From an optimization exercise on the open Yosys and OpenROAD flow, aimed at small area and a short achievable clock period; shortcuts taken in it are not production practice.
The RTL was checked by simulation tests, not by an equivalence proof against the original design.
Power is estimated from default activity; no workload was simulated.

## mips_pipe
module mips_pipe (
    input         clk,
    input         rst_n,
    input         irq,
    output [31:0] imem_addr,
    input  [31:0] imem_data,
    output        dmem_re,
    output        dmem_we,
    output [31:0] dmem_addr,
    output [31:0] dmem_wdata,
    input  [31:0] dmem_rdata
);
==> flow/config.mk <==
export PLATFORM = sky130hd
export DESIGN_NAME = mips_pipe
export DESIGN_NICKNAME = mips_pipe
export VERILOG_FILES = /design/flow/design.v
export SDC_FILE = /design/flow/constraint.sdc
export NUM_CORES = 8
export LEC_CHECK = 0
export CAP_MARGIN = 20
export CORE_MARGIN = 2
export CORE_UTILIZATION = 45
export CTS_CLUSTER_DIAMETER = 100
export CTS_CLUSTER_SIZE = 22
export SLEW_MARGIN = 20
==> flow/constraint.sdc <==
create_clock -name core_clock -period 10.5 [get_ports {clk}]
set_input_delay 2.1000 -clock core_clock [delete_from_list [all_inputs] [get_ports {clk}]]
set_output_delay 2.1000 -clock core_clock [all_outputs]
set_load 0.01 [all_outputs]
standard.sh (not shown) runs the stock make flow with config.mk's settings and CLKGATE_MAP_FILE= SYNTH_SCRIPT=/design/flow/synth_recipe.tcl, a recipe that flattens the netlist after the stock synthesis.
==> flow/flow/run.sh <==
#!/bin/bash
set -euo pipefail
MARGIN=${MARGIN:-6.9}
PORTBUF=${PORTBUF:-sky130_fd_sc_hd__buf_2}
bash standard.sh synth > log_synth.txt 2>&1
for step in floorplan place cts route finish; do
  bash standard.sh "SETUP_SLACK_MARGIN=$MARGIN" \
    "BUFFER_PORTS_ARGS=-buffer_cell $PORTBUF" $step > log_$step.txt 2>&1
done
test -f out/final.def
Change:
- CORE_UTILIZATION: 45 -> 60
What happened:
- first-iteration DRC count rises by 6.2%
- die area falls by 25%
- sequential cell count is unchanged


mips_pipe, a different RTL version from the one above (not shown whole).
For scale: ~5300 cells after synthesis, about 1300 flip-flops, about 64000 µm² of cells after synthesis.
## mips_pipe
module mips_pipe (
    input         clk,
    input         rst_n,
    input         irq,
    output [31:0] imem_addr,
    input  [31:0] imem_data,
    output        dmem_re,
    output        dmem_we,
    output [31:0] dmem_addr,
    output [31:0] dmem_wdata,
    input  [31:0] dmem_rdata
);
    reg  [31:0] PC;
    reg  [31:0] ID_I;         
    reg  [31:0] ID_PC4;       
    reg  [11:0] ID_rs, ID_rt;  
    reg         EX_B, EX_J, EX_re, EX_we, EX_wr, EX_link, EX_IRQ;
    reg         EX_beq, EX_bne, EX_blez, EX_bgtz, EX_bltz;
    reg         EX_ssum, EX_sand, EX_sor, EX_sxor, EX_snor, EX_ssh, EX_sslt;
    reg         EX_sub, EX_sltu, EX_sll, EX_sra;
    reg  [4:0]  EX_Rt, EX_dst;
    reg  [31:0] EX_A, EX_Bv, EX_P;
    reg         MEM_re, MEM_we, MEM_wr, MEM_link, MEM_IRQ, MEM_tk;
    reg  [4:0]  MEM_dst;
    reg  [31:0] MEM_ALUOut, MEM_X;
    wire [31:0] PC4 = {PC[31], PC[30:0] + 31'd4};
    wire IRQ = irq & ~PC[31];
    wire [5:0] op = ID_I[31:26];
    wire [5:0] fn = ID_I[5:0];
    wire [4:0] Rs = ID_I[25:21];
    wire [4:0] Rt = ID_I[20:16];
    wire [4:0] Rd = ID_I[15:11];
    wire [15:0] imm = ID_I[15:0];
    wire opR    = op == 6'h00;
    wire opJ    = op == 6'h02;
    wire opJAL  = op == 6'h03;
    wire opLW   = op == 6'h23;
    wire opSW   = op == 6'h2b;
    wire opBEQ  = op == 6'h04;
    wire opBNE  = op == 6'h05;
    wire opBLEZ = op == 6'h06;
    wire opBGTZ = op == 6'h07;
    wire opBLTZ = op == 6'h01;
  ...
export LEC_CHECK = 0
export CAP_MARGIN = 20
export CORE_MARGIN = 2
export CORE_UTILIZATION = 40
export CTS_CLUSTER_DIAMETER = 100
export CTS_CLUSTER_SIZE = 22
export SLEW_MARGIN = 20
create_clock -name core_clock -period 10.5 [get_ports {clk}]
==> flow/flow/run.sh <==
#!/bin/bash
set -euo pipefail
MARGIN=${MARGIN:-7.05}
PORTBUF=${PORTBUF:-sky130_fd_sc_hd__buf_2}
bash standard.sh synth > log_synth.txt 2>&1
for step in floorplan place cts route finish; do
  bash standard.sh "SETUP_SLACK_MARGIN=$MARGIN" \
    "BUFFER_PORTS_ARGS=-buffer_cell $PORTBUF" $step > log_$step.txt 2>&1
done
test -f out/final.def
Then changed:
--- a/flow/flow/run.sh
+++ b/flow/flow/run.sh
@@ -3 +3 @@
-MARGIN=${MARGIN:-7.05}
+MARGIN=${MARGIN:-6.75}
Worst setup slack is worse by 0.29 ns.
Sequential share of layout area went up by 2.2 points.
Routed wire length drops by a few percent.
Die area is unchanged.


== job 2403 ==
RTL: one of the versions met above, not the one the previous note started from.
Size: roughly 5200 cells after synthesis, ~1300 flip-flops.
clock: 10.5 ns
lec_check: 0
cap_margin: 20
core_margin: 2
core_utilization: 50
cts_cluster_diameter: 100
cts_cluster_size: 22
slew_margin: 20
==> flow/flow/run.sh <==
#!/bin/bash
set -euo pipefail
MARGIN=${MARGIN:-7.0}
PORTBUF=${PORTBUF:-sky130_fd_sc_hd__buf_2}
bash standard.sh synth > log_synth.txt 2>&1
for step in floorplan place cts route finish; do
  bash standard.sh "SETUP_SLACK_MARGIN=$MARGIN" \
    "BUFFER_PORTS_ARGS=-buffer_cell $PORTBUF" $step > log_$step.txt 2>&1
done
test -f out/final.def
Job 2403 finished every step from synthesis to the final layout, and the layout passed the timing, DRC and antenna checks.
Inputs modified between job 2403 and job 5993:
Settings: CORE_UTILIZATION now 40, was 50.
--- a/flow/flow/run.sh
+++ b/flow/flow/run.sh
@@ -1,5 +1,5 @@
 #!/bin/bash
 set -euo pipefail
-MARGIN=${MARGIN:-7.0}
+MARGIN=${MARGIN:-7.05}
 PORTBUF=${PORTBUF:-sky130_fd_sc_hd__buf_2}
 bash standard.sh synth > log_synth.txt 2>&1
==> summary.txt <==
- Against job 2403, number of standard cells in the final layout excluding fillers in job 5993 rose by a few percent.
- Job 5993 ended up with a higher post-route total power than job 2403 did.
- Lower number of buffer and inverter stages on the critical path goes to job 5993 over job 2403.
- Looking at count of inverters not on the clock network in the layout, job 5993 sits below job 2403.
- When job 5993 is measured against job 2403, its vias after detailed routing turns out 904 higher.
- Job 5993 improves on job 2403 in worst slack on hold paths.
Relative to job 5993, the following input files were edited for job 8350:
Settings: CORE_UTILIZATION: 40 -> 50.
--- a/flow/flow/run.sh
+++ b/flow/flow/run.sh
@@ -1,5 +1,5 @@
 #!/bin/bash
 set -euo pipefail
-MARGIN=${MARGIN:-7.05}
+MARGIN=${MARGIN:-6.9}
 PORTBUF=${PORTBUF:-sky130_fd_sc_hd__buf_2}
 bash standard.sh synth > log_synth.txt 2>&1
--- outcome ---
- Compared with job 5993, in job 8350 total power draw has decreased; combinational power has decreased; setup slack of the critical path after layout has increased; fraction of final layout cells with drive strength greater than 1 has decreased.
- From job 5993 to job 8350, synthesized area did not move at all.
- Job 8350 vs job 5993: post-CTS setup-driven buffer insertion count down in job 8350
- Cmp job 8350 and job 5993 / combinational power share / lower: job 8350
- Looking at end point of the critical path, the EX_A[7]$_DFF_P_ result is from job 8350; the EX_A[6]$_DFF_P_ one comes from job 5993.
- Compared with job 5993, job 8350 shows non-clock buffer total of the final layout lower by 56.
- Job 8350 vs. job 5993: global-route usage went up by 9.5 points.
- Each of the runs, namely job 8350 and job 5993, reached the end of the flow and came out clean.
Setup changes, job 8350 to job 8202
Settings: CORE_UTILIZATION changed from 50 to 40.
==> comparison <==
- [compare] base=job 8350 new=job 8202: number of inverters outside the clock class in the layout now smaller; effective utilization at floorplan now smaller.
- Clock period minus worst slack ends up higher on job 8202.
- Side by side, power in sequential cells turned out lower in job 8202 than in job 8350.
- Finished layout cell area across job 8202 and job 8350: no real change.
- On via count, job 8202 tracks job 8350 almost exactly.
- In terms of sequential share of layout area, job 8202 and job 8350 differ only marginally.

re-timing with driven ports:
How much do the figures lean on ideal ports? The routed layouts below were timed once more, with nothing changed but the port constraints.
Step 1 assumes that a clkbuf_16 drives the clock port and a buf_2 every other input.
Step 2 times the ports against the registers' clock, not the clock port: input delays grow and output delays shrink by t, the midpoint of the rising clock arrivals with the driver on.
a / b / c = no drivers / after step 1 / after step 2; a / b = the first two.
run	t (ns)	slack for setup (ns)	worst setup path after step 2	slew at the worst register clock pin (ns)	worst slew at a driven data input, ns
the first run of note 1	0.804	6.767 / 6.767 / 6.151	input to register	0.11 / 0.11	0.07
the second run of note 1	0.808	6.659 / 6.659 / 6.115	input to register	0.11 / 0.11	0.04
the first run of note 2	0.803	6.856 / 6.826 / 6.285	input to register	0.11 / 0.11	0.10
the second run of note 2	0.829	6.570 / 6.570 / 5.988	input to register	0.11 / 0.11	0.13
job 2403	0.792	6.814 / 6.814 / 6.106	input to register	0.10 / 0.10	0.05
job 5993	0.810	6.695 / 6.695 / 6.064	input to register	0.11 / 0.11	0.08
job 8350	0.782	6.724 / 6.724 / 6.115	input to register	0.10 / 0.10	0.04
job 8202	0.798	6.646 / 6.646 / 6.168	input to register	0.11 / 0.11	0.07
After both steps setup and hold are still met in every run listed. The setup slack of job 2403, which loses most, moves by 0.000 ns with the drivers and by -0.708 ns with both steps.
